Context: an optimization exercise on an open-source flow, tuned for small area. The choices shown serve that exercise and are no tape-out recipe. Only simulation tests tie the RTL to the original design; equivalence was not proved.

==> design/flow/design.v <==
module sysArr #(parameter COL = 16, bit_width = 8, acc_width = 16 ,data_width = 8 * COL,
   weight_width = 8 * COL, sum_width = 16 * COL)
(
    input clk,
    input active,
    input [data_width-1:0] datain,  
    input [weight_width-1:0] win,  
    input [sum_width-1:0] sumin,
    input [COL-1:0] wwrite,
    output wire [sum_width-1:0] maccout,
    output wire [COL-1:0] wwriteout,
    output wire [COL-1:0] activeout,
    output [data_width-1:0] dataout
);
    reg [2*COL-2:0] act_d;
    always @(posedge clk) act_d <= {act_d[2*COL-3:0], active};
    assign activeout = act_d[2*COL-2:COL-1];
    reg  [11:0] tr;
    wire [7:0]  x15 = datain[8*(COL-1) +: 8];
    wire [11:0] s_now = tr + {4'd0, x15};
    reg [11:0] s_d [0:COL-2];
    genvar r, c, k;
    generate
        wire [11:0] tap [0:COL-2];
        for (r = 0; r < COL; r = r + 1) begin : row
            reg [7:0] dd [0:COL-2];    
            reg [7:0] dout;
            always @(posedge clk) begin
                dd[0] <= datain[8*r +: 8];
                if (act_d[COL-2+r]) dout <= dd[COL-2];
            end
            for (k = 1; k < COL-1; k = k + 1) begin : sh
                always @(posedge clk) dd[k] <= dd[k-1];
            end
            assign dataout[8*r +: 8] = dout;
            if (r == COL-2) begin : nx_in
                assign tap[r] = {4'd0, datain[8*r +: 8]};
            end else if (r < COL-2) begin : nx_reg
                assign tap[r] = {4'd0, dd[COL-3-r]};
            end
        end
        wire [11:0] part [0:COL-2];
        assign part[0] = tap[0];
        for (r = 1; r < COL-1; r = r + 1) begin : psum
            assign part[r] = part[r-1] + tap[r];
        end
        always @(posedge clk) tr <= part[COL-2];
        always @(posedge clk) s_d[0] <= s_now;
        for (k = 1; k < COL-1; k = k + 1) begin : sdl
            always @(posedge clk) s_d[k] <= s_d[k-1];
        end
        for (c = 0; c < COL; c = c + 1) begin : col
            reg [COL-1:0] wwr;         
            reg [7:0] w0;              
            reg [7:0] wd [0:COL-2];    
            reg [15:0] acc;
            wire [15:0] prod;
            if (c == 0) begin : c0
                assign prod = wd[COL-2] * tr + wd[COL-2] * x15;
            end else begin : cn
                mul12x8 u_mul(.a(s_d[c-1]), .b(wd[COL-2]), .p(prod));
            end
            always @(posedge clk) begin
                wwr <= {wwr[COL-2:0], wwrite[c]};
                if (wwrite[c] | wwr[0]) w0 <= win[8*c +: 8];
                wd[0] <= w0;
                if (act_d[COL-2+c]) acc <= prod;
            end
            for (k = 1; k < COL-1; k = k + 1) begin : sh
                always @(posedge clk) wd[k] <= wd[k-1];
            end
            assign wwriteout[c] = wwr[COL-1];
            assign maccout[16*c +: 16] = acc;
        end
    endgenerate
endmodule
module mul12x8(input [11:0] a, input [7:0] b, output [15:0] p);
    wire n1 = (a[0] & b[2]) ^ (a[1] & b[1]) ^ (a[2] & b[0]);
    wire n2 = ((a[0] & b[2]) & (a[1] & b[1])) | ((a[2] & b[0]) & ((a[0] & b[2]) ^ (a[1] & b[1])));
    wire n3 = (a[0] & b[3]) ^ (a[1] & b[2]) ^ (a[2] & b[1]);
    wire n4 = ((a[0] & b[3]) & (a[1] & b[2])) | ((a[2] & b[1]) & ((a[0] & b[3]) ^ (a[1] & b[2])));
    wire n5 = (a[3] & b[0]) ^ n2 ^ n3;
    wire n6 = ((a[3] & b[0]) & n2) | (n3 & ((a[3] & b[0]) ^ n2));
    wire n7 = (a[0] & b[4]) ^ (a[1] & b[3]) ^ (a[2] & b[2]);
    wire n8 = ((a[0] & b[4]) & (a[1] & b[3])) | ((a[2] & b[2]) & ((a[0] & b[4]) ^ (a[1] & b[3])));
    wire n9 = (a[3] & b[1]) ^ (a[4] & b[0]) ^ n4;
    wire n10 = ((a[3] & b[1]) & (a[4] & b[0])) | (n4 & ((a[3] & b[1]) ^ (a[4] & b[0])));
    wire n11 = n7 ^ n9 ^ n6;
    wire n12 = (n7 & n9) | (n6 & (n7 ^ n9));
    wire n13 = (a[0] & b[5]) ^ (a[1] & b[4]) ^ (a[2] & b[3]);
    wire n14 = ((a[0] & b[5]) & (a[1] & b[4])) | ((a[2] & b[3]) & ((a[0] & b[5]) ^ (a[1] & b[4])));
    wire n15 = (a[3] & b[2]) ^ (a[4] & b[1]) ^ (a[5] & b[0]);
    wire n16 = ((a[3] & b[2]) & (a[4] & b[1])) | ((a[5] & b[0]) & ((a[3] & b[2]) ^ (a[4] & b[1])));
    wire n17 = n8 ^ n13 ^ n15;
    wire n18 = (n8 & n13) | (n15 & (n8 ^ n13));
    wire n19 = n10 ^ n17 ^ n12;
    wire n20 = (n10 & n17) | (n12 & (n10 ^ n17));
    wire n21 = (a[0] & b[6]) ^ (a[1] & b[5]) ^ (a[2] & b[4]);
    wire n22 = ((a[0] & b[6]) & (a[1] & b[5])) | ((a[2] & b[4]) & ((a[0] & b[6]) ^ (a[1] & b[5])));
    wire n23 = (a[3] & b[3]) ^ (a[4] & b[2]) ^ (a[5] & b[1]);
    wire n24 = ((a[3] & b[3]) & (a[4] & b[2])) | ((a[5] & b[1]) & ((a[3] & b[3]) ^ (a[4] & b[2])));
    wire n25 = (a[6] & b[0]) ^ n14 ^ n16;
    wire n26 = ((a[6] & b[0]) & n14) | (n16 & ((a[6] & b[0]) ^ n14));
    wire n27 = n21 ^ n23 ^ n18;
    wire n28 = (n21 & n23) | (n18 & (n21 ^ n23));
    wire n29 = n25 ^ n27 ^ n20;
    wire n30 = (n25 & n27) | (n20 & (n25 ^ n27));
    wire n31 = (a[0] & b[7]) ^ (a[1] & b[6]) ^ (a[2] & b[5]);
    wire n32 = ((a[0] & b[7]) & (a[1] & b[6])) | ((a[2] & b[5]) & ((a[0] & b[7]) ^ (a[1] & b[6])));
    wire n33 = (a[3] & b[4]) ^ (a[4] & b[3]) ^ (a[5] & b[2]);
    wire n34 = ((a[3] & b[4]) & (a[4] & b[3])) | ((a[5] & b[2]) & ((a[3] & b[4]) ^ (a[4] & b[3])));
    wire n35 = (a[6] & b[1]) ^ (a[7] & b[0]) ^ n22;
    wire n36 = ((a[6] & b[1]) & (a[7] & b[0])) | (n22 & ((a[6] & b[1]) ^ (a[7] & b[0])));
    wire n37 = n24 ^ n31 ^ n33;
    wire n38 = (n24 & n31) | (n33 & (n24 ^ n31));
    wire n39 = n35 ^ n26 ^ n37;
    wire n40 = (n35 & n26) | (n37 & (n35 ^ n26));
    wire n41 = n28 ^ n39 ^ n30;
    wire n42 = (n28 & n39) | (n30 & (n28 ^ n39));
    wire n43 = (a[1] & b[7]) ^ (a[2] & b[6]) ^ (a[3] & b[5]);
    wire n44 = ((a[1] & b[7]) & (a[2] & b[6])) | ((a[3] & b[5]) & ((a[1] & b[7]) ^ (a[2] & b[6])));
    wire n45 = (a[4] & b[4]) ^ (a[5] & b[3]) ^ (a[6] & b[2]);
    wire n46 = ((a[4] & b[4]) & (a[5] & b[3])) | ((a[6] & b[2]) & ((a[4] & b[4]) ^ (a[5] & b[3])));
    wire n47 = (a[7] & b[1]) ^ (a[8] & b[0]) ^ n32;
    wire n48 = ((a[7] & b[1]) & (a[8] & b[0])) | (n32 & ((a[7] & b[1]) ^ (a[8] & b[0])));
    wire n49 = n34 ^ n43 ^ n45;
    wire n50 = (n34 & n43) | (n45 & (n34 ^ n43));
    wire n51 = n36 ^ n47 ^ n38;
    wire n52 = (n36 & n47) | (n38 & (n36 ^ n47));
    wire n53 = n49 ^ n51 ^ n40;
    wire n54 = (n49 & n51) | (n40 & (n49 ^ n51));
    wire n55 = (a[2] & b[7]) ^ (a[3] & b[6]) ^ (a[4] & b[5]);
    wire n56 = ((a[2] & b[7]) & (a[3] & b[6])) | ((a[4] & b[5]) & ((a[2] & b[7]) ^ (a[3] & b[6])));
    wire n57 = (a[5] & b[4]) ^ (a[6] & b[3]) ^ (a[7] & b[2]);
    wire n58 = ((a[5] & b[4]) & (a[6] & b[3])) | ((a[7] & b[2]) & ((a[5] & b[4]) ^ (a[6] & b[3])));
    wire n59 = (a[8] & b[1]) ^ (a[9] & b[0]) ^ n44;
    wire n60 = ((a[8] & b[1]) & (a[9] & b[0])) | (n44 & ((a[8] & b[1]) ^ (a[9] & b[0])));
    wire n61 = n46 ^ n55 ^ n57;
    wire n62 = (n46 & n55) | (n57 & (n46 ^ n55));
    wire n63 = n48 ^ n59 ^ n50;
    wire n64 = (n48 & n59) | (n50 & (n48 ^ n59));
    wire n65 = n61 ^ n52 ^ n63;
    wire n66 = (n61 & n52) | (n63 & (n61 ^ n52));
    wire n67 = (a[3] & b[7]) ^ (a[4] & b[6]) ^ (a[5] & b[5]);
    wire n68 = ((a[3] & b[7]) & (a[4] & b[6])) | ((a[5] & b[5]) & ((a[3] & b[7]) ^ (a[4] & b[6])));
    wire n69 = (a[6] & b[4]) ^ (a[7] & b[3]) ^ (a[8] & b[2]);
    wire n70 = ((a[6] & b[4]) & (a[7] & b[3])) | ((a[8] & b[2]) & ((a[6] & b[4]) ^ (a[7] & b[3])));
    wire n71 = (a[9] & b[1]) ^ (a[10] & b[0]) ^ n56;
    wire n72 = ((a[9] & b[1]) & (a[10] & b[0])) | (n56 & ((a[9] & b[1]) ^ (a[10] & b[0])));
    wire n73 = n58 ^ n67 ^ n69;
    wire n74 = (n58 & n67) | (n69 & (n58 ^ n67));
    wire n75 = n60 ^ n71 ^ n62;
    wire n76 = (n60 & n71) | (n62 & (n60 ^ n71));
    wire n77 = n73 ^ n64 ^ n75;
    wire n78 = (n73 & n64) | (n75 & (n73 ^ n64));
    wire n79 = (a[4] & b[7]) ^ (a[5] & b[6]) ^ (a[6] & b[5]);
    wire n80 = ((a[4] & b[7]) & (a[5] & b[6])) | ((a[6] & b[5]) & ((a[4] & b[7]) ^ (a[5] & b[6])));
    wire n81 = (a[7] & b[4]) ^ (a[8] & b[3]) ^ (a[9] & b[2]);
    wire n82 = ((a[7] & b[4]) & (a[8] & b[3])) | ((a[9] & b[2]) & ((a[7] & b[4]) ^ (a[8] & b[3])));
    wire n83 = (a[10] & b[1]) ^ (a[11] & b[0]) ^ n68;
    wire n84 = ((a[10] & b[1]) & (a[11] & b[0])) | (n68 & ((a[10] & b[1]) ^ (a[11] & b[0])));
    wire n85 = n70 ^ n79 ^ n81;
    wire n86 = (n70 & n79) | (n81 & (n70 ^ n79));
    wire n87 = n72 ^ n83 ^ n74;
    wire n88 = (n72 & n83) | (n74 & (n72 ^ n83));
    wire n89 = n85 ^ n76 ^ n87;
    wire n90 = (n85 & n76) | (n87 & (n85 ^ n76));
    wire n91 = (a[5] & b[7]) ^ (a[6] & b[6]) ^ (a[7] & b[5]);
    wire n92 = ((a[5] & b[7]) & (a[6] & b[6])) | ((a[7] & b[5]) & ((a[5] & b[7]) ^ (a[6] & b[6])));
    wire n93 = (a[8] & b[4]) ^ (a[9] & b[3]) ^ (a[10] & b[2]);
    wire n94 = ((a[8] & b[4]) & (a[9] & b[3])) | ((a[10] & b[2]) & ((a[8] & b[4]) ^ (a[9] & b[3])));
    wire n95 = (a[11] & b[1]) ^ n80 ^ n82;
    wire n96 = ((a[11] & b[1]) & n80) | (n82 & ((a[11] & b[1]) ^ n80));
    wire n97 = n91 ^ n93 ^ n84;
    wire n98 = (n91 & n93) | (n84 & (n91 ^ n93));
    wire n99 = n86 ^ n95 ^ n97;
    wire n100 = (n86 & n95) | (n97 & (n86 ^ n95));
    wire n101 = n88 ^ n99 ^ n90;
    wire n102 = (n88 & n99) | (n90 & (n88 ^ n99));
    wire n103 = (a[6] & b[7]) ^ (a[7] & b[6]) ^ (a[8] & b[5]);
    wire n104 = ((a[6] & b[7]) & (a[7] & b[6])) | ((a[8] & b[5]) & ((a[6] & b[7]) ^ (a[7] & b[6])));
    wire n105 = (a[9] & b[4]) ^ (a[10] & b[3]) ^ (a[11] & b[2]);
    wire n106 = ((a[9] & b[4]) & (a[10] & b[3])) | ((a[11] & b[2]) & ((a[9] & b[4]) ^ (a[10] & b[3])));
    wire n107 = n92 ^ n94 ^ n103;
    wire n108 = (n92 & n94) | (n103 & (n92 ^ n94));
    wire n109 = n105 ^ n96 ^ n107;
    wire n110 = (n105 & n96) | (n107 & (n105 ^ n96));
    wire n111 = n98 ^ n109 ^ n100;
    wire n112 = (n98 & n109) | (n100 & (n98 ^ n109));
    wire n113 = (a[7] & b[7]) ^ (a[8] & b[6]) ^ (a[9] & b[5]);
    wire n114 = ((a[7] & b[7]) & (a[8] & b[6])) | ((a[9] & b[5]) & ((a[7] & b[7]) ^ (a[8] & b[6])));
    wire n115 = (a[10] & b[4]) ^ (a[11] & b[3]) ^ n104;
    wire n116 = ((a[10] & b[4]) & (a[11] & b[3])) | (n104 & ((a[10] & b[4]) ^ (a[11] & b[3])));
    wire n117 = n106 ^ n113 ^ n115;
    wire n118 = (n106 & n113) | (n115 & (n106 ^ n113));
    wire n119 = n108 ^ n117 ^ n110;
    wire n120 = (n108 & n117) | (n110 & (n108 ^ n117));
    wire n121 = (a[8] & b[7]) ^ (a[9] & b[6]) ^ (a[10] & b[5]);
    wire n122 = (a[11] & b[4]) ^ n114 ^ n121;
    wire n123 = n116 ^ n122 ^ n118;
    wire n124 = (a[0] & b[1]) ^ (a[1] & b[0]);
    wire n125 = (a[0] & b[1]) & (a[1] & b[0]);
    wire n126 = n1 ^ n125;
    wire n127 = n1 & n125;
    wire n128 = n5 ^ n127;
    wire n129 = n5 & n127;
    wire n130 = n11 ^ n129;
    wire n131 = n11 & n129;
    wire n132 = n19 ^ n131;
    wire n133 = n19 & n131;
    wire n134 = n29 ^ n133;
    wire n135 = n29 & n133;
    wire n136 = n41 ^ n135;
    wire n137 = n41 & n135;
    wire n138 = n53 ^ n42 ^ n137;
    wire n139 = (n53 & n42) | (n137 & (n53 ^ n42));
    wire n140 = n54 ^ n65 ^ n139;
    wire n141 = (n54 & n65) | (n139 & (n54 ^ n65));
    wire [5:0] ra = {n120, n112, n102, n101, n78, n66};
    wire [5:0] rb = {n123, n119, n111, 1'b0, n89, n77};
    wire [5:0] hi = ra + rb + n141;
    assign p = {hi, n140, n138, n136, n134, n132, n130, n128, n126, n124, (a[0] & b[0])};
endmodule
==> design/flow/flow/run.sh <==
#!/bin/bash
# Standard ORFS flow with smaller port buffers and a leaner clock tree.
set -euo pipefail
export BUFFER_PORTS_ARGS="-buffer_cell sky130_fd_sc_hd__buf_1"
export CTS_ARGS="-sink_clustering_enable -repair_clock_nets -dont_use_dummy_load -sink_clustering_size 20 -sink_clustering_max_diameter 50 -buf_list sky130_fd_sc_hd__clkbuf_8"
bash standard.sh > standard.log 2>&1
==> design/flow/standard.sh <==
#!/bin/bash
# synth_recipe.tcl (not shown) runs the flow's synth.tcl, then flattens the netlist and writes it again
# the make line also repeats each setting of config.mk as NAME=value (left out here)
make -C /OpenROAD-flow-scripts/flow DESIGN_CONFIG=/design/flow/config.mk WORK_HOME=/design/flow/orfs CLKGATE_MAP_FILE= SYNTH_SCRIPT=/design/flow/synth_recipe.tcl "${@:-finish}"
==> design/flow/config.mk <==
export PLATFORM = sky130hd
export DESIGN_NAME = sysArr
export DESIGN_NICKNAME = sysArr
export VERILOG_FILES = /design/flow/design.v
export SDC_FILE = /design/flow/constraint.sdc
export NUM_CORES = 8
export LEC_CHECK = 0
export CAP_MARGIN = 20
export CORE_MARGIN = 2
export CORE_UTILIZATION = 50
export SLEW_MARGIN = 20
==> design/flow/constraint.sdc <==
create_clock -name core_clock -period 6.0 [get_ports {clk}]
set_input_delay 1.2000 -clock core_clock [delete_from_list [all_inputs] [get_ports {clk}]]
set_output_delay 1.2000 -clock core_clock [all_outputs]
set_load 0.01 [all_outputs]
==> results of run 1 <==
synthesized netlist by cell type, drive strengths merged, types with 2 or more instances:
| cell type | number |
|---|---|
| inv | 1157 |
| edfxtp | 512 |
| o21bai | 8 |
| o21ai | 10 |
| a31o | 8 |
| and2 | 439 |
| a21oi | 38 |
| dfxtp | 4319 |
| ha | 235 |
| nand2 | 1087 |
| nor2b | 14 |
| nor4 | 2 |
| a211oi | 2 |
| nor2 | 15 |
| xnor2 | 173 |
| buf | 32 |
| a21boi | 2 |
| a21o | 15 |
| clkbuf | 168 |
| nand3 | 5 |
| or2 | 16 |
| o21a | 9 |
| a31oi | 18 |
| fa | 1175 |
| xor2 | 30 |
cell families (layout without fill, tap and decap cells):
kind of cell	Yosys count	count (layout)	synth area share, %
other	0	13	0
AND/OR/NAND/NOR	1585	1585	5.00
multiplexers	1	1	0.00699
adder cells (fa/ha/maj)	1410	1410	18.5
XOR/XNOR	203	203	1.24
flip-flops	4831	4831	71.1
buffers and inverters	1357	2402	3.64
AO/OA/AOI/OAI	118	118	0.553
registers in the layout, indices dropped and copies added (netlist names):
signal	count
col.acc	256
row.dd	1920
col.w0	128
act_d	31
row.dout	128
tr	12
s_d	180
col.wd	1920
col.wwr	256
worst max-delay path: cells and delay by family (launching register included):
| family | cells | cell delay (ns) |
|---|---|---|
| buffers and inverters | 3 | 0.23 |
| adders and majority gates | 11 | 3.91 |
| and+or+nand+nor | 1 | 0.14 |
| DFF | 1 | 0.67 |
| xor gates and xnor gates | 1 | 0.51 |
area by class of cell:
type / instances / area, um2
diodes: 13 / 32.5
clock buffers: 375 / 5160
fillers: 23232 / 129000
inverters: 1157 / 4340
multi-input cells: 3317 / 36200
flip-flops and latches: 4831 / 102000
well taps: 3762 / 4710
repair buffers: 870 / 3980
final timing paths:
check / from / to / slack (ns)
min: datain[106] / row[13].dd[0][2] / 0.22
max reg2reg: col[6].wd[14][1] / col[6].acc[12] / 0.27
max: col[6].wd[14][1] / col[6].acc[12] / 0.27
min reg2reg: row[6].dd[11][2] / row[6].dd[12][2] / 0.23
layout by cell type (no fill, tap or decap), types with 2 or more instances in the layout:
cell type,instances
buf_4,178
o21a_1,9
a21oi_1,38
fa_1,1174
ha_1,235
a211oi_1,2
o21ai_0,10
nor2_1,15
or2_2,16
xor2_1,29
buf_1,689
nor4_1,2
a21boi_0,2
o21bai_1,8
nor2b_1,14
dfxtp_1,4303
xnor2_1,173
dfxtp_2,15
a31oi_1,17
nand3_1,5
a31o_2,8
nand2_1,1087
clkbuf_8,375
inv_1,1157
and2_1,439
edfxtp_1,512
a21o_1,15
buf_12,3
diode_2,13
metal layers:
layer	GRT usage [%]	part of all wire (%)	up-vias
met5	0	0.026	-
met4	5.46	3.0	10
met3	3.23	5.0	464
met2	30.9	49	1459
met1	23.0	43	31730
li1	-	-	30275
==> metrics.md, run 1 <==
| Metric | Value |
|---|---|
| Status | `finished clean` |
| Endpoint class of the critical path | `register` |
| Worst Hold Path Cells | `1` |
| CP max stage cell | `dfxtp_1` |
| Synthesis-to-finish area growth | `9.11%` |
| Worst-margin pin slew | `0.994 ns` |
| Clock latency on the worst-skew pair | `1.07 ns` |
| Crit path max fanout | `12` |
| Final WL | `257 mm` |
| Design Area, Final | `0.156 mm2` |
| CTS Buf Count | `375` |
| Largest net degree at the start of global routing | `27` |
| Total gr overflow | `0` |
| Total negative setup slack | `0 ns` |
| Syn_area_per_cell | `15.1 um2` |
| Vias | `63938` |
| Post-synth EDFFs | `512` |
| Cell count after synthesis | `9505` |
| Dpl cells | `13937` |
| H-Tree Depth | `5` |
| RSZ-0062 raised after global routing | `false` |
| IO Pins | `946` |
| First-pass GRT wire length | `slightly below 400 mm` |
| Critical path data arrival time | `6.48 ns` |
| Final setup vio count | `0` |
| Fmax | `0.174 GHz` |
| CP required | `6.74 ns` |
| Crit path cell chain | `nand2_1 > fa_1 > inv_1 > fa_1 > fa_1 > fa_1 > fa_1 > fa_1 > ha_1 > inv_1 > fa_1 > fa_1 > inv_1 > fa_1 > fa_1 > xor2_1` |
| Max-slew violations | `0` |
| Final Skew | `0.115 ns` |
| Worst slew margin | `33.7%` |
| Max_cap viols | `0` |
| Core Footprint | `0.285 mm2` |
| Number of post-CTS setup repair buffers | `0` |
| Slowest stage delay, CP | `0.67 ns` |
| Largest cells by area after synthesis | `dfxtp_1 (60%), fa_1 (16%), edfxtp_1 (11%)` |
| Total Routing Usage GR | `between 10% and 20%` |
| Placed Area | `around 0.15 mm2` |
| Max Root-Sink Buffers | `4` |
| DP Worst Slack | `-0.545 ns` |
| Final ANT Viol Nets | `0` |
| Most frequent CP cell | `fa_1` |
| Final core occ | `54.8%` |
| Share of cells above drive strength 1 | `5.71%` |
| Via-per-instance ratio | `4.46` |
| Synth Flop Type | `dfxtp_1` |
| Port Buf Inserts | `689` |
| Min cycle time layout | `5.73 ns` |
| Syn nets | `11445` |
| Die X | `539 um` |
| Residual DRC | `0` |
| Clk slew on worst S/H paths | `0.11 ns` |
| CP Launch Type | `register` |
| TritonCTS clock tree | `done` |
| Detailed Route Iter0 Violations | `3165` |
| Initial antenna violation count | `24` |
| Fin Hold WS | `0.219 ns` |
| WL/cell | `18.0 um` |
| Yosys warning count | `67` |
| Seq cells post-synth | `4831` |
| Area of the die | `0.291 mm2` |
| Worst Hold Class | `input port to register` |
| First-pass DRT Iterations | `7` |
| Hold violation count in the final report | `0` |
| Crit Path Class | `register to register` |
| Tcrit/Tclk final | `95.5%` |
| Post-synth top area share | `60.4%` |
| Ys async rst share | `0%` |
| Final Non-Filler Cells | `14325` |
| R2R cell count | `16` |
| Post-CTS resize count | `0` |
| Clock Sinks | `4831` |
| Gp weighted congestion | `0.835` |
| Chip Height | `539 um` |
| Hold_buf cts | `0` |
| Post-synth top area cell | `dfxtp_1` |
| Register area share after synthesis | `about 70%` |
| Row count | `roughly 200` |
| Vias in the first global route | `68692` |
| Initial core utilization | `between 50% and 60%` |
| Clk root buf | `clkbuf_8` |
| Final #Nets | `between 10000 and 15000` |
| Cell Area, Synth | `0.143 mm2` |
| Dpl hpwl | `roughly 190 mm` |
| Setup ws final | `0.268 ns` |
| Synth cell types | `between 40 and 50` |
==> run 2, diff against run 1 <==
==> design/flow/flow/run.sh (replaced) <==
#!/bin/bash
# Standard ORFS flow, with three changes:
#  - after the standard synthesis, flow/faflip.py removes the inverters that
#    Yosys' full-adder extraction leaves between adder cells (a full adder is
#    self-dual, so flipping an adder's polarity removes them); registers are
#    untouched;
#  - ports are buffered with buf_1;
#  - the clock tree has no dummy loads, clkbuf_8 buffers and larger clusters.
set -euo pipefail
export BUFFER_PORTS_ARGS="-buffer_cell sky130_fd_sc_hd__buf_1"
export CTS_ARGS="-sink_clustering_enable -repair_clock_nets -dont_use_dummy_load -sink_clustering_size 20 -sink_clustering_max_diameter 50 -buf_list sky130_fd_sc_hd__clkbuf_8"
bash standard.sh synth > synth.log 2>&1
R=orfs/results/sky130hd/sysArr/base
cp $R/1_2_yosys.v $R/1_2_yosys.orig.v
python3 flow/faflip.py $R/1_2_yosys.orig.v $R/1_2_yosys.v > faflip.log 2>&1
rm -f $R/1_synth.odb $R/1_synth.sdc
bash standard.sh > standard.log 2>&1
==> design/flow/flow/faflip.py (new file) <==
#!/usr/bin/env python3
"""Remove inverters around full-adder cells in a flat gate-level netlist.

A full adder is self-dual: FA(~a,~b,~c) = (~sum, ~cout).  Yosys' extract_fa
leaves many inverters between adder cells.  This pass removes every
inverter (each net becomes a signal plus a polarity), chooses for each
adder whether to flip its polarity so that as few signals as possible are
needed in both polarities (local search), and puts back one inverter per
signal that still needs its complement.  Registers are never touched.

usage: faflip2.py in.v out.v [seed]"""
import re, sys, random
from collections import defaultdict

INV = "sky130_fd_sc_hd__inv_1"
INV_TYPES = {"sky130_fd_sc_hd__inv_1", "sky130_fd_sc_hd__inv_2", "sky130_fd_sc_hd__clkinv_1"}
FA_TYPES = {"sky130_fd_sc_hd__fa_1", "sky130_fd_sc_hd__fa_2", "sky130_fd_sc_hd__fa_4"}
OUT_PINS = {"X", "Y", "Q", "Q_N", "SUM", "COUT", "HI", "LO"}
FA_IN = ("A", "B", "CIN")
# gates whose output polarity can be swapped by changing the cell type
SWAP = {}
for a, b in (("and2_1", "nand2_1"), ("or2_1", "nor2_1"), ("xor2_1", "xnor2_1"),
             ("a21o_1", "a21oi_1"), ("o21a_1", "o21ai_1"), ("and3_1", "nand3_1"),
             ("or3_1", "nor3_1"), ("and2_0", "nand2_1"), ("or2_0", "nor2_1")):
    SWAP["sky130_fd_sc_hd__" + a] = "sky130_fd_sc_hd__" + b
    SWAP.setdefault("sky130_fd_sc_hd__" + b, "sky130_fd_sc_hd__" + a)
FA_OUT = ("SUM", "COUT")

src = open(sys.argv[1]).read()
seed = int(sys.argv[3]) if len(sys.argv) > 3 else 1
inst_re = re.compile(r'^(\s*)(sky130_fd_sc_hd__\w+)\s+(\S+)\s*\((.*?)\);\n', re.S | re.M)
pin_re = re.compile(r'\.(\w+)\((.*?)\)\s*(?:,|$)', re.S)

cells = {}
order = []
ms = list(inst_re.finditer(src))
for m in ms:
    typ, name, body = m.group(2), m.group(3), m.group(4)
    pins = {p: n.strip() for p, n in pin_re.findall(body)}
    cells[name] = [typ, pins]
    order.append(name)
head, tail = src[:ms[0].start()], src[ms[-1].end():]

driver = {}
for c, (t, pins) in cells.items():
    for p, n in pins.items():
        if p in OUT_PINS: driver[n] = (c, p)

# canonical signal of each net: follow inverter chains back to a non-inverter
def canon(n):
    pol = 0
    seen = 0
    while True:
        d = driver.get(n)
        if d and cells[d[0]][0] in INV_TYPES and seen < 100:
            n = cells[d[0]][1]["A"]; pol ^= 1; seen += 1
        else:
            return n, pol
invs = [c for c in cells if cells[c][0] in INV_TYPES]
ninv0 = len(invs)
# sinks of each canonical signal: (cell, pin, polarity wanted relative to signal)
sig_sinks = defaultdict(list)
# also nets that are module outputs/ports driven through an inverter: keep as sinks
port_nets = set(re.findall(r'\boutput\s+(?:\[[^\]]*\]\s*)?([^;]+);', head))
outs = set()
for decl in port_nets:
    for x in decl.split(','):
        outs.add(x.strip())
for c, (t, pins) in cells.items():
    if t in INV_TYPES: continue
    for p, n in pins.items():
        if p in OUT_PINS: continue
        s, pol = canon(n)
        sig_sinks[s].append((c, p, pol))
# inverter outputs that are (parts of) ports or feed assigns: keep those inverters
keep_inv = set()
for c in invs:
    y = cells[c][1]["Y"]
    base = y.split('[')[0].strip()
    if base in outs or y in outs:
        keep_inv.add(c)
if re.search(r'\bassign\b', tail) or re.search(r'\bassign\b', head):
    # nets used in assigns: keep inverters driving them
    txt = head + tail
    for c in invs:
        if re.search(re.escape(cells[c][1]["Y"]) + r'\b', txt.split('endmodule')[0][len(head):] if False else ''):
            keep_inv.add(c)
for c in keep_inv:
    s, pol = canon(cells[c][1]["A"])
    sig_sinks[s].append((c, "A", pol))

fas = [c for c in cells if cells[c][0] in FA_TYPES]
fa_idx = {c: i for i, c in enumerate(fas)}
flip = [0] * len(fas)
# signal driven by FA output -> FA index
sig_drv_fa = {}
for c in fas:
    for p in FA_OUT:
        sig_drv_fa[cells[c][1][p]] = fa_idx[c]
def sink_pol(c, p, pol):
    i = fa_idx.get(c)
    if i is not None and p in FA_IN:
        return pol ^ flip[i]
    return pol
def drv_pol(s):
    i = sig_drv_fa.get(s)
    return flip[i] if i is not None else 0
def swappable(s):
    d = driver.get(s)
    return d is not None and cells[d[0]][0] in SWAP
AREA = {"and2_1": 6.256, "nand2_1": 3.754, "or2_1": 6.256, "nor2_1": 3.754,
        "xor2_1": 8.758, "xnor2_1": 8.758, "a21o_1": 7.507, "a21oi_1": 5.005,
        "o21a_1": 7.507, "o21ai_1": 5.005, "and3_1": 6.256, "nand3_1": 5.005,
        "or3_1": 6.256, "nor3_1": 5.005, "and2_0": 6.256}
def area(t): return AREA.get(t.split("__")[-1], 6.0)
INV_A = 3.754
def swap_choice(s, lst):
    """(cost, polarity the swappable driver should give)"""
    t = cells[driver[s][0]][0]
    a = {0: area(t), 1: area(SWAP[t])}
    ps = set(sink_pol(c, p, pol) for c, p, pol in lst)
    if len(ps) == 1:
        q = ps.pop(); return a[q], q
    q = 0 if a[0] <= a[1] else 1
    return a[q] + (INV_A if ps else 0), q
def cost(s):
    lst = sig_sinks.get(s, ())
    if swappable(s):
        return swap_choice(s, lst)[0]
    dp = drv_pol(s)
    for c, p, pol in lst:
        if sink_pol(c, p, pol) != dp: return INV_A
    return 0
# signals touched by each FA
touch = []
for c in fas:
    ss = set(cells[c][1][p] for p in FA_OUT)
    for p in FA_IN:
        ss.add(canon(cells[c][1][p])[0])
    touch.append(list(ss))
allsig = set(sig_sinks) | set(sig_drv_fa)
total = sum(cost(s) for s in allsig)
sys.stderr.write(f"faflip2: inverters {ninv0}, signals needing a complement {total}\n")
import sys as _s
_s.setrecursionlimit(1000000)
par = list(range(len(fas))); rel = [0] * len(fas)
def find(x):
    if par[x] == x: return x, 0
    r, p = find(par[x]); par[x] = r; rel[x] ^= p; return r, rel[x]
for c in fas:
    for p in FA_IN:
        s_, pol = canon(cells[c][1][p])
        u = sig_drv_fa.get(s_)
        if u is None: continue
        v = fa_idx[c]
        ru, pu = find(u); rv, pv = find(v)
        if ru != rv:
            par[ru] = rv; rel[ru] = pu ^ pv ^ pol
groups = defaultdict(list)
for i in range(len(fas)):
    r, p = find(i)
    groups[r].append((i, p))
for r, mem in groups.items():
    best_c = None
    for base in (0, 1):
        for i, p in mem: flip[i] = base ^ p
        sigs = set()
        for i, p in mem: sigs.update(touch[i])
        cst = sum(cost(x) for x in sigs)
        if best_c is None or cst < best_c[0]: best_c = (cst, base)
    for i, p in mem: flip[i] = best_c[1] ^ p
best_flip = flip[:]
total = sum(cost(x) for x in allsig)
best = total
rng = random.Random(seed)
T = 0.5
for it in range(300000):
    i = rng.randrange(len(fas))
    before = sum(cost(x) for x in touch[i])
    flip[i] ^= 1
    after = sum(cost(x) for x in touch[i])
    d = after - before
    if d <= 0 or rng.random() < pow(2.718, -d / (T * INV_A)):
        total += d
        if total < best:
            best = total; best_flip = flip[:]
    else:
        flip[i] ^= 1
    T = max(0.02, T * 0.99998)
flip[:] = best_flip
total = sum(cost(s) for s in allsig)
sys.stderr.write(f"faflip2: after search {total}\n")

# rebuild: delete all inverters except kept ones, re-add one per signal needing it
for c in invs:
    if c not in keep_inv: del cells[c]
new_nets = []
k = [0]
def fresh(prefix):
    k[0] += 1
    n = f"_faflip_{prefix}{k[0]}_"
    return n
# FA outputs: flipped FA drives a new net carrying ~signal
sig_net = {}    # signal -> {pol: net}
for s in allsig:
    sig_net[s] = {}
for c in fas:
    i = fa_idx[c]
    for p in FA_OUT:
        s = cells[c][1][p]
        if flip[i]:
            nn = fresh("n"); new_nets.append(nn)
            cells[c][1][p] = nn
            sig_net[s][1] = nn
        else:
            sig_net[s][0] = s
for s in allsig:
    if s not in sig_drv_fa:
        if swappable(s) and swap_choice(s, sig_sinks.get(s, ()))[1] == 1:
            d = driver[s]
            cells[d[0]][0] = SWAP[cells[d[0]][0]]
            nn = fresh("n"); new_nets.append(nn)
            del cells[d[0]][1][d[1]]
            # inverting cells name their output Y, the others X
            cells[d[0]][1]["Y" if d[1] == "X" else "X"] = nn
            sig_net[s][1] = nn
        else:
            sig_net[s][0] = s
def net_for(s, want):
    d = sig_net[s]
    if want in d: return d[want]
    have = next(iter(d))
    if want == 0:
        y = s  # the signal's own name is free (its driver was flipped)
    else:
        y = fresh("n"); new_nets.append(y)
    ic = fresh("i")
    cells[ic] = [INV, {"A": d[have], "Y": y}]
    order.append(ic)
    d[want] = y
    return y
for s, lst in sig_sinks.items():
    for c, p, pol in lst:
        if c not in cells: continue
        want = sink_pol(c, p, pol)
        cells[c][1][p] = net_for(s, want)
ninv1 = sum(1 for c in cells if cells[c][0] in INV_TYPES)
sys.stderr.write(f"faflip2: inverters {ninv0} -> {ninv1}\n")

wires = "".join(f"  wire {n};\n" for n in new_nets)
m = re.search(r'\n(\s*wire\b[^\n]*\n)', head)
head2 = head[:m.end()] + wires + head[m.end():] if m else head
out = [head2]
for c in order:
    if c not in cells: continue
    t, pins = cells[c]
    body = ",\n".join(f"    .{p}({n}{' ' if n.startswith(chr(92)) else ''})" for p, n in pins.items())
    out.append(f"  {t} {c}{' ' if c.startswith(chr(92)) else ''} (\n{body}\n  );\n")
out.append(tail)
open(sys.argv[2], "w").write("".join(out))
--- a/design/flow/config.mk
+++ b/design/flow/config.mk
@@ -7,5 +7,5 @@
 export LEC_CHECK = 0
 export CAP_MARGIN = 20
 export CORE_MARGIN = 2
-export CORE_UTILIZATION = 50
+export CORE_UTILIZATION = 75
 export SLEW_MARGIN = 20
==> metrics.md, run 2 <==
| Metric | Value |
|---|---|
| RSZ-0062 raised after global routing | `false` |
| Crit path max fanout | `9 (-3)` |
| Worst r2r src | `s_d[2][0]` |
| Clock Sinks | `4831 (unchanged)` |
| Worst Hold Class | `input port to register` |
| Yosys warning count | `67 (unchanged)` |
| Largest net degree at the start of global routing | `27 (unchanged)` |
| Most frequent cells in the layout | `dfxtp_1 (4299), nand2_1 (1408), fa_1 (1171)` |
| Via-per-instance ratio | `5.17 (+16%)` |
| Max-slew violations | `0 (unchanged)` |
| Syn nets | `10624 (-7.2%)` |
| Crit path cell chain | `nand2_1 > fa_1 > fa_1 > fa_1 > fa_1 > fa_1 > fa_1 > inv_1 > ha_1 > inv_1 > fa_1 > fa_1 > fa_1 > inv_1 > a21o_1 > a31o_2 > a21oi_1 > xnor2_1` |
| Number of post-CTS setup repair buffers | `0 (unchanged)` |
| Most frequent CP cell | `fa_1` |
| Die X | `435 um (-19%)` |
| Hold violation count in the final report | `0 (unchanged)` |
| Critical path data arrival time | `6.62 ns (+0.14 ns)` |
| H-Tree Depth | `5 (unchanged)` |
| Total Routing Usage GR | `28.1% (+10 points)` |
| Gp weighted congestion | `0.889 (+6.4%)` |
| IO Pins | `946 (unchanged)` |
| Detailed Route Iter0 Violations | `3967 (+25%)` |
| Status | `finished clean` |
| Fillers | `9349 (-60%)` |
| First-pass GRT wire length | `394 mm (-0.77%)` |
| Core Footprint | `0.185 mm2 (-35%)` |
| Synthesis-to-finish area growth | `7.65%` |
| Final #Nets | `11621 (-7.0%)` |
| DP Worst Slack | `-0.336 ns (+0.209 ns)` |
| CTS Buf Count | `315 (-16%)` |
| Final Skew | `0.101 ns (-0.0137 ns)` |
| Placed Area | `0.146 mm2 (-3.6%)` |
| Residual DRC | `0 (unchanged)` |
| Design Area, Final | `0.150 mm2 (-4.0%)` |
| Initial core utilization | `75.3% (+25 points)` |
| Worst slew margin | `22.6% (-11 points)` |
| Share of cells above drive strength 1 | `5.77% (+0.059 points)` |
| Row count | `158 (-19%)` |
| Cell Area, Synth | `0.139 mm2 (-2.7%)` |
| WL/cell | `21.4 um (+19%)` |
| Hold endpoint | `row[4].dd[0][4]` |
| Worst Hold Path Cells | `1 (unchanged)` |
| R2R cell count | `18 (+2)` |
| Cell count after synthesis | `8684 (-8.6%)` |
| Largest regs | `col.wd: 1920 flops, row.dd: 1920 flops` |
| CP Launch Type | `register` |
| Max_cap viols | `0 (unchanged)` |
| Clk root buf | `clkbuf_8` |
| Total gr overflow | `0 (unchanged)` |
| CP max stage cell | `fa_1` |
| Post-CTS resize count | `1 (+1)` |
| Final ANT Viol Nets | `0 (unchanged)` |
| Max Root-Sink Buffers | `4 (unchanged)` |
| Critical R2R Capture | `col[3].acc[15]` |
| Seq. cell area | `0.102 mm2 (about the same)` |
| Vias in the first global route | `68574 (-0.17%)` |
| FF-to-FF setup slack | `0.18 ns (-0.09 ns)` |
| Worst-margin pin slew | `1.16 ns (+0.167 ns)` |
| Vias | `62945 (-1.6%)` |
| Endpoint class of the critical path | `register` |
| CP required | `6.80 ns (+0.06 ns)` |
| Clock latency on the worst-skew pair | `1.05 ns (-0.02 ns)` |
| Port Buf Inserts | `689 (unchanged)` |
| Clk slew on worst S/H paths | `0.11 ns (about the same)` |
| Hold_buf cts | `0 (unchanged)` |
| Syn_area_per_cell | `16.0 um2 (+6.5%)` |
| Area taken by multi-input logic gates | `0.0354 mm2 (-2.2%)` |
| Chip Height | `435 um (-19%)` |
| Initial antenna violation count | `23 (-4.2%)` |
| First-pass DRT Iterations | `6 (-1)` |
| Dpl hpwl | `191 mm (-0.17%)` |
| Crit Path Class | `register to register` |
| Final WL | `260 mm (+1.2%)` |
| Tcrit/Tclk final | `97.0% (+1.5 points)` |
| Area of the die | `0.189 mm2 (-35%)` |
| TritonCTS clock tree | `done` |
| Leading cell type in the layout, fill and taps excluded | `dfxtp_1` |
| Final setup vio count | `0 (unchanged)` |
| Slowest stage delay, CP | `0.51 ns (-0.16 ns)` |
| HP Start | `datain[36]` |
| Setup ws final | `0.177 ns (-0.0909 ns)` |
| Min cycle time layout | `5.82 ns (+0.0909 ns)` |
| Fmax | `0.172 GHz (-1.6%)` |
-- run 2: worst max-delay path, delay by kind of cell (launching register included) --
family | cells | cell delay (ns)
buffers and inverters | 3 | 0.30
flip-flops | 1 | 0.48
AO/OA/AOI/OAI | 3 | 0.44
adder cells (fa/ha/maj) | 10 | 4.11
AND/OR/NAND/NOR | 1 | 0.19
XOR/XNOR | 1 | 0.13
-- run 2: worst max-delay path by stage --
stage | cells after the start | end | start | slack (ns)
after floorplan | 19 | col[4].acc[15] | col[4].wd[14][1] | 0.18
after global placement | 15 | col[0].acc[15] | datain[122] | -0.19
after detailed placement | 15 | col[0].acc[15] | datain[122] | -0.34
after CTS | 18 | col[4].acc[15] | s_d[3][1] | 0.02
after global routing | 18 | col[3].acc[15] | s_d[2][0] | 0.006
final | 18 | col[3].acc[15] | s_d[2][0] | 0.18
-- run 2: layer usage --
layer  GRT usage, %  vias up  part of all wire, %
met5              0        -                0.028
met2           47.8     2377                   50
met3           5.07      653                  6.4
li1               -    28535                    -
met1           34.3    31368                   37
met4           15.2       12                  5.9
-- run 2: layout make-up --
type,count,area share [%]
Timing Repair Buffer,880,2.68
Antenna cell,14,0.0234
Clock buffer,315,2.89
Sequential cell,4831,67.9
Tap cell,2480,2.07
Inverter,336,0.841
Multi-Input combinational cell,3317,23.6
-- run 2: stage by stage --
stage                     instances  TNS (ns)  hold slack [ns]  util [%]
final                         12173         0            0.228      81.1
after global routing          12168         0            0.131      81.1
after CTS                     12159         0            0.110      81.0
after detailed placement      11844     -1.04            0.312      78.7
after global placement        11844    -0.542            0.309      78.7
after floorplan                8684         0            0.310         -
==> run 3, diff against run 2 <==
--- a/design/flow/config.mk
+++ b/design/flow/config.mk
@@ -7,5 +7,5 @@
 export LEC_CHECK = 0
 export CAP_MARGIN = 20
 export CORE_MARGIN = 2
-export CORE_UTILIZATION = 75
+export CORE_UTILIZATION = 50
 export SLEW_MARGIN = 20
==> metrics.md, run 3 <==
| Metric | Value |
|---|---|
| Largest net degree at the start of global routing | `27 (unchanged)` |
| Dpl hpwl | `189 mm (-1.0%)` |
| Crit Path Class | `register to register` |
| Critical path data arrival time | `6.46 ns (-0.16 ns)` |
| Worst r2r src | `s_d[1][0]` |
| Yosys warning count | `67 (unchanged)` |
| Launch point of the critical path | `s_d[1][0]` |
| Slowest stage delay, CP | `0.52 ns (about the same)` |
| HP Start | `datain[107]` |
| First-pass GRT wire length | `390 mm (-1.2%)` |
| Total Routing Usage GR | `18.2% (-9.9 points)` |
| Initial core utilization | `50.3% (-25 points)` |
| Port Buf Inserts | `689 (unchanged)` |
| CTS Buf Count | `366 (+16%)` |
| H-Tree Depth | `5 (unchanged)` |
| Initial antenna violation count | `47 (+100%)` |
| Chip Height | `532 um (+22%)` |
| WL/cell | `18.9 um (-12%)` |
| Final Skew | `0.120 ns (+0.0192 ns)` |
| Clock latency on the worst-skew pair | `1.08 ns (+0.03 ns)` |
| Fillers | `22422 (+140%)` |
| Max Root-Sink Buffers | `4 (unchanged)` |
| Crit path cell chain | `nand2_1 > fa_1 > fa_1 > fa_1 > fa_1 > fa_1 > fa_1 > inv_1 > ha_1 > inv_1 > fa_1 > fa_1 > fa_1 > inv_1 > a21o_1 > a31o_2 > a21oi_1 > xnor2_1 > buf_4` |
| RSZ-0062 raised after global routing | `false` |
| Worst Hold Class | `input port to register` |
| Fin Hold WS | `0.214 ns (-0.0142 ns)` |
| Most frequent CP cell | `fa_1` |
| Vias | `61121 (-2.9%)` |
| Met2 GRT Util | `30.1% (-18 points)` |
| CP max stage cell | `dfxtp_1` |
| Status | `finished clean` |
| Cell Area, Synth | `0.139 mm2 (unchanged)` |
| Hold_buf cts | `0 (unchanged)` |
| Syn_area_per_cell | `16.0 um2 (unchanged)` |
| Most frequent cells in the layout | `dfxtp_1 (4297), nand2_1 (1408), fa_1 (1173)` |
| Max-slew violations | `0 (unchanged)` |
| Share of cells above drive strength 1 | `6.52% (+0.75 points)` |
| Seq. cell area | `0.102 mm2 (unchanged)` |
| Final core occ | `55.1% (-26 points)` |
| Fmax | `0.175 GHz (+1.8%)` |
| Final #Nets | `11700 (+0.68%)` |
| Crit path max fanout | `9 (unchanged)` |
| Worst slew margin | `24.7% (+2.2 points)` |
| Core Footprint | `0.277 mm2 (+50%)` |
| Worst-margin pin slew | `1.13 ns (-0.0323 ns)` |
| Final setup vio count | `0 (unchanged)` |
| Tcrit/Tclk final | `95.3% (-1.7 points)` |
| Largest regs | `col.wd: 1920 flops, row.dd: 1920 flops` |
| Gp weighted congestion | `0.840 (-5.4%)` |
| GR peak layer | `met2` |
| First-pass DRT Iterations | `5 (-1)` |
| Total negative setup slack | `0 ns (unchanged)` |
| Cell count after synthesis | `8684 (unchanged)` |
| Synthesis-to-finish area growth | `9.42%` |
| Endpoint class of the critical path | `register` |
| Vias in the first global route | `65409 (-4.6%)` |
| Clk slew on worst S/H paths | `0.11 ns (about the same)` |
| Final ANT Viol Nets | `0 (unchanged)` |
| Residual DRC | `0 (unchanged)` |
| Clk root buf | `clkbuf_8` |
| Syn nets | `10624 (unchanged)` |
| Crit path buffers/inverters | `4 (+1)` |
| M1 GR Usage | `24.3% (-10 points)` |
| CP required | `6.74 ns (-0.06 ns)` |
| Row count | `193 (+22%)` |
| Hold violation count in the final report | `0 (unchanged)` |
| Clock Sinks | `4831 (unchanged)` |
| IO Pins | `946 (unchanged)` |
| Max_cap viols | `0 (unchanged)` |
| Met3 usage | `3.29% (-1.8 points)` |
| Area of the die | `0.283 mm2 (+49%)` |
| TritonCTS clock tree | `done` |
| Final WL | `254 mm (-2.4%)` |
| CP Launch Type | `register` |
| Total gr overflow | `0 (unchanged)` |
| Area taken by multi-input logic gates | `0.0354 mm2 (about the same)` |
| Min cycle time layout | `5.72 ns (-0.104 ns)` |
| Crit path max-delay family | `adder cells` |
| Via-per-instance ratio | `4.54 (-12%)` |
| Detailed Route Iter0 Violations | `3071 (-23%)` |
| Die X | `532 um (+22%)` |
| Leading cell type in the layout, fill and taps excluded | `dfxtp_1` |
run 3: final timing paths:
path	to	slack, ns	depth (start not counted)
worst min-delay path	row[13].dd[0][3]	0.21	1
worst max-delay path	col[2].acc[15]	0.28	19
worst max register to register	col[2].acc[15]	0.28	19
worst min register to register	col[8].wwr[15]	0.22	0
run 3: layout make-up:
cell class              count  share of cell area [%]
diodes                     13                  0.0213
well taps                3705                    3.04
multi-input cells        3317                    23.2
repair buffers            908                    2.79
inverters                 336                   0.827
flip-flops and latches   4831                    66.8
clock buffers             366                    3.30
run 3: repair_timing:
action | CTS | global route
setup endpoints to repair | 0 | 8
setup buffers | 0 | 0
gates resized for setup | 0 | 8
run 3: through the flow:
| stage | area (um2) | setup slack (ns) | cells |
|---|---|---|---|
| floorplan | 139000 | 0.181 | 8684 |
| global placement | 147000 | -0.257 | 13097 |
| detailed placement | 147000 | -0.271 | 13097 |
| CTS | 152000 | 0.143 | 13463 |
| global route | 152000 | 0.00535 | 13470 |
| finish | 152000 | 0.281 | 13476 |
run 3: routing by layer:
metal  part of all wire (%)  up-vias  wire length [um]
li1                       -    28671                 -
met5                  0.031        -                80
met2                     48     1547            122000
met3                    5.3      454             13400
met4                    3.5       12              8830
met1                     43    30437            110000
==> run 4, diff against run 3 <==
--- a/design/flow/config.mk
+++ b/design/flow/config.mk
@@ -7,5 +7,5 @@
 export LEC_CHECK = 0
 export CAP_MARGIN = 20
 export CORE_MARGIN = 2
-export CORE_UTILIZATION = 50
+export CORE_UTILIZATION = 65
 export SLEW_MARGIN = 20
==> metrics.md, run 4 <==
| Metric | Value |
|---|---|
| Status | `finished clean` |
| Max-slew violations | `0 (unchanged)` |
| Worst r2r src | `col[4].wd[14][1]` |
| Fmax | `0.175 GHz (+0.23%)` |
| First-pass GRT wire length | `369 mm (-5.3%)` |
| Hold_buf cts | `0 (unchanged)` |
| WL/cell | `19.1 um (+1.5%)` |
| Cell Area, Synth | `0.139 mm2 (unchanged)` |
| Chip Height | `467 um (-12%)` |
| RSZ-0062 raised after global routing | `false` |
| Final WL | `240 mm (-5.6%)` |
| Total Routing Usage GR | `22.6% (+4.4 points)` |
| Crit path max-delay family | `adder cells` |
| IO Pins | `946 (unchanged)` |
| Port Buf Inserts | `689 (unchanged)` |
| Critical path data arrival time | `6.48 ns (+0.02 ns)` |
| Placed Area | `0.146 mm2 (-0.89%)` |
| Crit Path Class | `register to register` |
| Dpl hpwl | `178 mm (-5.6%)` |
| Crit path cell chain | `nand2_1 > fa_1 > fa_1 > fa_1 > fa_2 > fa_1 > fa_1 > inv_1 > ha_1 > inv_1 > fa_1 > fa_1 > fa_1 > inv_1 > a21o_1 > a31o_2 > a21oi_1 > xnor2_1` |
| Area of the die | `0.218 mm2 (-23%)` |
| Clock latency on the worst-skew pair | `1.05 ns (-0.03 ns)` |
| CP Launch Type | `register` |
| Fillers | `13989 (-38%)` |
| Vias | `61148 (+0.044%)` |
| Detailed Route Iter0 Violations | `3291 (+7.2%)` |
| TritonCTS clock tree | `done` |
| HP Start | `row[15].dd[0][5]` |
| Final setup vio count | `0 (unchanged)` |
| Gp weighted congestion | `0.889 (+5.7%)` |
| Design Area, Final | `0.151 mm2 (-1.1%)` |
| Final Non-Filler Cells | `12538 (-7.0%)` |
| Cell count after synthesis | `8684 (unchanged)` |
| Max_cap viols | `0 (unchanged)` |
| Endpoint class of the critical path | `register` |
| CTS Buf Count | `341 (-6.8%)` |
| First-pass DRT Iterations | `6 (+1)` |
| CP required | `6.77 ns (+0.03 ns)` |
| Hold violation count in the final report | `0 (unchanged)` |
| Total gr overflow | `0 (unchanged)` |
| FF-to-FF setup slack | `0.29 ns (about the same)` |
| Final #Nets | `11647 (-0.45%)` |
| Worst-margin pin slew | `1.07 ns (-0.0593 ns)` |
| Initial core utilization | `65.6% (+15 points)` |
| Setup ws final | `0.294 ns (+0.0130 ns)` |
| Clock Sinks | `4831 (unchanged)` |
| Largest regs | `col.wd: 1920 flops, row.dd: 1920 flops` |
| Leading cell type in the layout, fill and taps excluded | `dfxtp_1` |
| H-Tree Depth | `5 (unchanged)` |
| Final ANT Viol Nets | `0 (unchanged)` |
| CP max stage cell | `fa_1` |
| Syn nets | `10624 (unchanged)` |
| Worst slew margin | `28.7% (+4.0 points)` |
| Min cycle time layout | `5.71 ns (-0.0130 ns)` |
| Final Skew | `0.128 ns (+0.00811 ns)` |
| Area taken by multi-input logic gates | `0.0354 mm2 (about the same)` |
| Residual DRC | `0 (unchanged)` |
| Clk slew on worst S/H paths | `0.11 ns (about the same)` |
| DP Worst Slack | `-0.333 ns (-0.0626 ns)` |
| Row count | `169 (-12%)` |
| Seq. cell area | `0.102 mm2 (about the same)` |
| Most frequent CP cell | `fa_1` |
| Fin Hold WS | `0.206 ns (-0.00749 ns)` |
| Die X | `467 um (-12%)` |
| Syn_area_per_cell | `16.0 um2 (unchanged)` |
| Tcrit/Tclk final | `95.1% (-0.22 points)` |
| Synthesis-to-finish area growth | `8.23%` |
| Slowest stage delay, CP | `0.50 ns (-0.02 ns)` |
| Largest net degree at the start of global routing | `27 (unchanged)` |
| Dpl cells | `12185 (-7.0%)` |
| Crit path buffers/inverters | `3 (-1)` |
| Worst Hold Class | `register to register` |
| Clk root buf | `clkbuf_8` |
| Max Root-Sink Buffers | `4 (unchanged)` |
| Crit path max fanout | `3 (-6)` |
| Yosys warning count | `67 (unchanged)` |
| Launch point of the critical path | `col[4].wd[14][1]` |
| Share of cells above drive strength 1 | `6.02% (-0.50 points)` |
| Total negative setup slack | `0 ns (unchanged)` |
| Vias in the first global route | `64622 (-1.2%)` |
| Initial antenna violation count | `20 (-57%)` |
| Final core occ | `71.0% (+16 points)` |
| Most frequent cells in the layout | `dfxtp_1 (4295), nand2_1 (1408), fa_1 (1174)` |
| Core Footprint | `0.213 mm2 (-23%)` |
| Via-per-instance ratio | `4.88 (+7.5%)` |
[run 4: cell types whose count changed in the layout (fill, tap and decap cells not counted), sizes merged]
cell and change:
buf -28, clkbuf -25, diode -1
[run 4: path summary, 6_finish.rpt]
path                      endpoint  cells after the start
setup / recovery    col[4].acc[15]                     18
hold / removal    row[15].dd[1][5]                      0
setup reg to reg    col[4].acc[15]                     18
hold reg to reg   row[15].dd[1][5]                      0
[run 4: area by class of cell]
| type | instances | share of cell area (%) |
|---|---|---|
| Antenna cell | 12 | 0.0199 |
| Clock buffer | 341 | 3.11 |
| Inverter | 336 | 0.836 |
| Multi-Input combinational cell | 3317 | 23.5 |
| Sequential cell | 4831 | 67.5 |
| Tap cell | 2821 | 2.34 |
| Timing Repair Buffer | 880 | 2.68 |
[run 4: metal layers]
metal,up-vias,share of wire (%),track usage [%]
li1,28580,-,-
met5,-,0.022,0
met3,463,5.5,3.99
met4,8,3.5,8.03
met1,30402,43,30.5
met2,1695,48,37.2
[run 4: timing repair]
action                     CTS  global route
resized for setup            0            11
setup endpoints to repair    0             6
setup buffers                0             0
==> run 5, diff against run 4 <==
--- a/design/flow/config.mk
+++ b/design/flow/config.mk
@@ -5,7 +5,7 @@
 export SDC_FILE = /design/flow/constraint.sdc
 export NUM_CORES = 8
 export LEC_CHECK = 0
-export CAP_MARGIN = 20
+export CAP_MARGIN = 5
 export CORE_MARGIN = 2
 export CORE_UTILIZATION = 65
-export SLEW_MARGIN = 20
+export SLEW_MARGIN = 5
==> metrics.md, run 5 <==
| Metric | Value |
|---|---|
| Final core occ | `71.0% (about the same)` |
| Most frequent CP cell | `fa_1` |
| DP Worst Slack | `-0.346 ns (-0.0127 ns)` |
| CTS Buf Count | `343 (+0.59%)` |
| Die X | `467 um (unchanged)` |
| Chip Height | `467 um (unchanged)` |
| Number of post-CTS setup repair buffers | `0 (unchanged)` |
| Total gr overflow | `0 (unchanged)` |
| Cell count after synthesis | `8684 (unchanged)` |
| Max Root-Sink Buffers | `4 (unchanged)` |
| Clk slew on worst S/H paths | `0.11 ns (about the same)` |
| Row count | `169 (unchanged)` |
| Hold_buf cts | `0 (unchanged)` |
| Most frequent cells in the layout | `dfxtp_1 (4301), nand2_1 (1408), fa_1 (1173)` |
| Final WL | `240 mm (about the same)` |
| Initial antenna violation count | `24 (+20%)` |
| Tcrit/Tclk final | `96.0% (+0.87 points)` |
| Crit Path Class | `register to register` |
| Design Area, Final | `0.151 mm2 (about the same)` |
| Vias | `61187 (+0.064%)` |
| Initial core utilization | `65.6% (unchanged)` |
| Via-per-instance ratio | `4.88 (about the same)` |
| Max-slew violations | `0 (unchanged)` |
| RSZ-0062 raised after global routing | `false` |
| Final #Nets | `11657 (+0.086%)` |
| IO Pins | `946 (unchanged)` |
| Core Footprint | `0.213 mm2 (unchanged)` |
| Max_cap viols | `0 (unchanged)` |
| Min cycle time layout | `5.76 ns (+0.0524 ns)` |
| CP Launch Type | `register` |
| Synthesis-to-finish area growth | `8.27% (about the same)` |
| Worst-margin pin slew | `1.15 ns (+0.0826 ns)` |
| Largest regs | `col.wd: 1920 flops, row.dd: 1920 flops` |
| Crit path max fanout | `12 (+9)` |
| First-pass DRT Iterations | `6 (unchanged)` |
| First-pass GRT wire length | `367 mm (-0.39%)` |
| Slowest stage delay, CP | `0.70 ns (+0.20 ns)` |
| Total Routing Usage GR | `22.5% (-0.083 points)` |
| TritonCTS clock tree | `done` |
| Leading cell type in the layout, fill and taps excluded | `dfxtp_1` |
| Post-CTS resize count | `0 (unchanged)` |
| Largest net degree at the start of global routing | `27 (unchanged)` |
| WL/cell | `19.1 um (-0.12%)` |
| Fmax | `0.174 GHz (-0.91%)` |
| Hold violation count in the final report | `0 (unchanged)` |
| Detailed Route Iter0 Violations | `3568 (+8.4%)` |
| Area of the die | `0.218 mm2 (unchanged)` |
| Worst slew margin | `23.2% (-5.5 points)` |
| Yosys warning count | `67 (unchanged)` |
| Clk root buf | `clkbuf_8` |
| Setup ws final | `0.242 ns (-0.0524 ns)` |
| Cell Area, Synth | `0.139 mm2 (unchanged)` |
| Vias in the first global route | `64680 (+0.090%)` |
| Syn nets | `10624 (unchanged)` |
| Clock latency on the worst-skew pair | `1.04 ns (about the same)` |
| Syn_area_per_cell | `16.0 um2 (unchanged)` |
| Dpl cells | `12193 (+0.066%)` |
| Critical path data arrival time | `6.42 ns (-0.06 ns)` |
| Final ANT Viol Nets | `0 (unchanged)` |
| Final Skew | `0.124 ns (-0.00379 ns)` |
| Status | `finished clean` |
| Clock Sinks | `4831 (unchanged)` |
| Share of cells above drive strength 1 | `6.07% (+0.056 points)` |
| Dpl hpwl | `179 mm (+0.22%)` |
| Final Non-Filler Cells | `12543 (+0.040%)` |
| Gp weighted congestion | `0.901 (+1.4%)` |
| Worst Hold Class | `input port to register` |
| CP max stage cell | `dfxtp_1` |
| Port Buf Inserts | `689 (unchanged)` |
| Crit path cell chain | `buf_4 > nand2_1 > fa_1 > fa_1 > fa_1 > inv_1 > fa_1 > fa_1 > fa_1 > ha_1 > nand2_1 > a32o_1 > a31oi_1 > a31oi_1 > xnor2_1` |
| Final setup vio count | `0 (unchanged)` |
| Endpoint class of the critical path | `register` |
| CP required | `6.67 ns (-0.10 ns)` |
| Residual DRC | `0 (unchanged)` |
| H-Tree Depth | `5 (unchanged)` |
| Placed Area | `0.146 mm2 (about the same)` |
[run 5: changes by cell type in the layout (fill, tap and decap cells not counted)]
cell	change
dfxtp_4	-2
dfxtp_1	+6
clkbuf_8	+2
inv_1	-1
diode_2	-5
inv_2	+1
buf_4	+8
fa_1	-1
fa_2	+1
dfxtp_2	-4
[run 5: layer usage]
layer / GRT usage (%) / up-vias / wire [um]
met4: 8.60 / 2 / 9230
met3: 3.85 / 435 / 13000
met1: 30.5 / 30424 / 103000
li1: - / 28606 / -
met2: 36.7 / 1720 / 115000
met5: 0 / - / 13
[run 5: final cells by class]
class                   count  area [um2]
repair buffers            888        4110
fillers                 13942       61600
multi-input cells        3317       35400
inverters                 336        1260
diodes                      7        17.5
flip-flops and latches   4831      102000
clock buffers             343        4720
well taps                2821        3530
[run 5: final timing paths]
path,start,endpoint,slack (ns),depth (start not counted)
setup / recovery,col[0].wd[14][4],col[0].acc[15],0.24,15
hold reg to reg,row[13].dd[7][4],row[13].dd[8][4],0.25,0
setup reg to reg,col[0].wd[14][4],col[0].acc[15],0.24,15
hold / removal,datain[70],row[8].dd[0][6],0.22,1
[run 5: worst max-delay path, delay by kind of cell (launching register included)]
kind            cells  cell delay, ns
compound gates      3            0.65
xor+xnor            1            0.14
fa+ha+maj           7            3.41
buf+inv             2            0.32
flops               1            0.70
simple gates        2            0.17
[run 5: through the flow]
stage / TNS (ns) / hold slack [ns]
6_report: 0 / 0.221
4_1_cts: 0 / 0.100
5_1_grt: 0 / 0.105
2_1_floorplan: 0 / 0.310
3_5_place_dp: -1.87 / 0.312
3_3_place_gp: -1.97 / 0.309

static timing again, ports no longer ideal:
Ports are ideal in the flow. The routed layouts listed here were re-timed in OpenROAD.
Step 1, drivers: a clkbuf_16 drives clk and a buf_2 each remaining input, both assumed.
Step 2 times the ports against the registers' clock, not the clock port: input delays grow and output delays shrink by t, the midpoint of the rising clock arrivals with the driver on.
Three values: ideal, step 1, step 2; two values: the first two.
run | t (ns) | slack for setup (ns) | worst data-port slew with drivers (ns)
run 1 | 1.092 | 0.268 / 0.268 / -0.531 | 0.18
run 2 | 1.084 | 0.177 / 0.177 / -0.341 | 0.23
run 3 | 1.105 | 0.281 / 0.281 / -0.323 | 0.17
run 4 | 1.075 | 0.294 / 0.294 / -0.330 | 0.21
run 5 | 1.075 | 0.242 / 0.242 / -0.421 | 0.21
With both steps, setup timing fails in every run listed, where it was met with ideal ports. For run 1, which loses most, drivers alone change the setup slack by 0.000 ns; drivers and shift together by -0.799 ns.
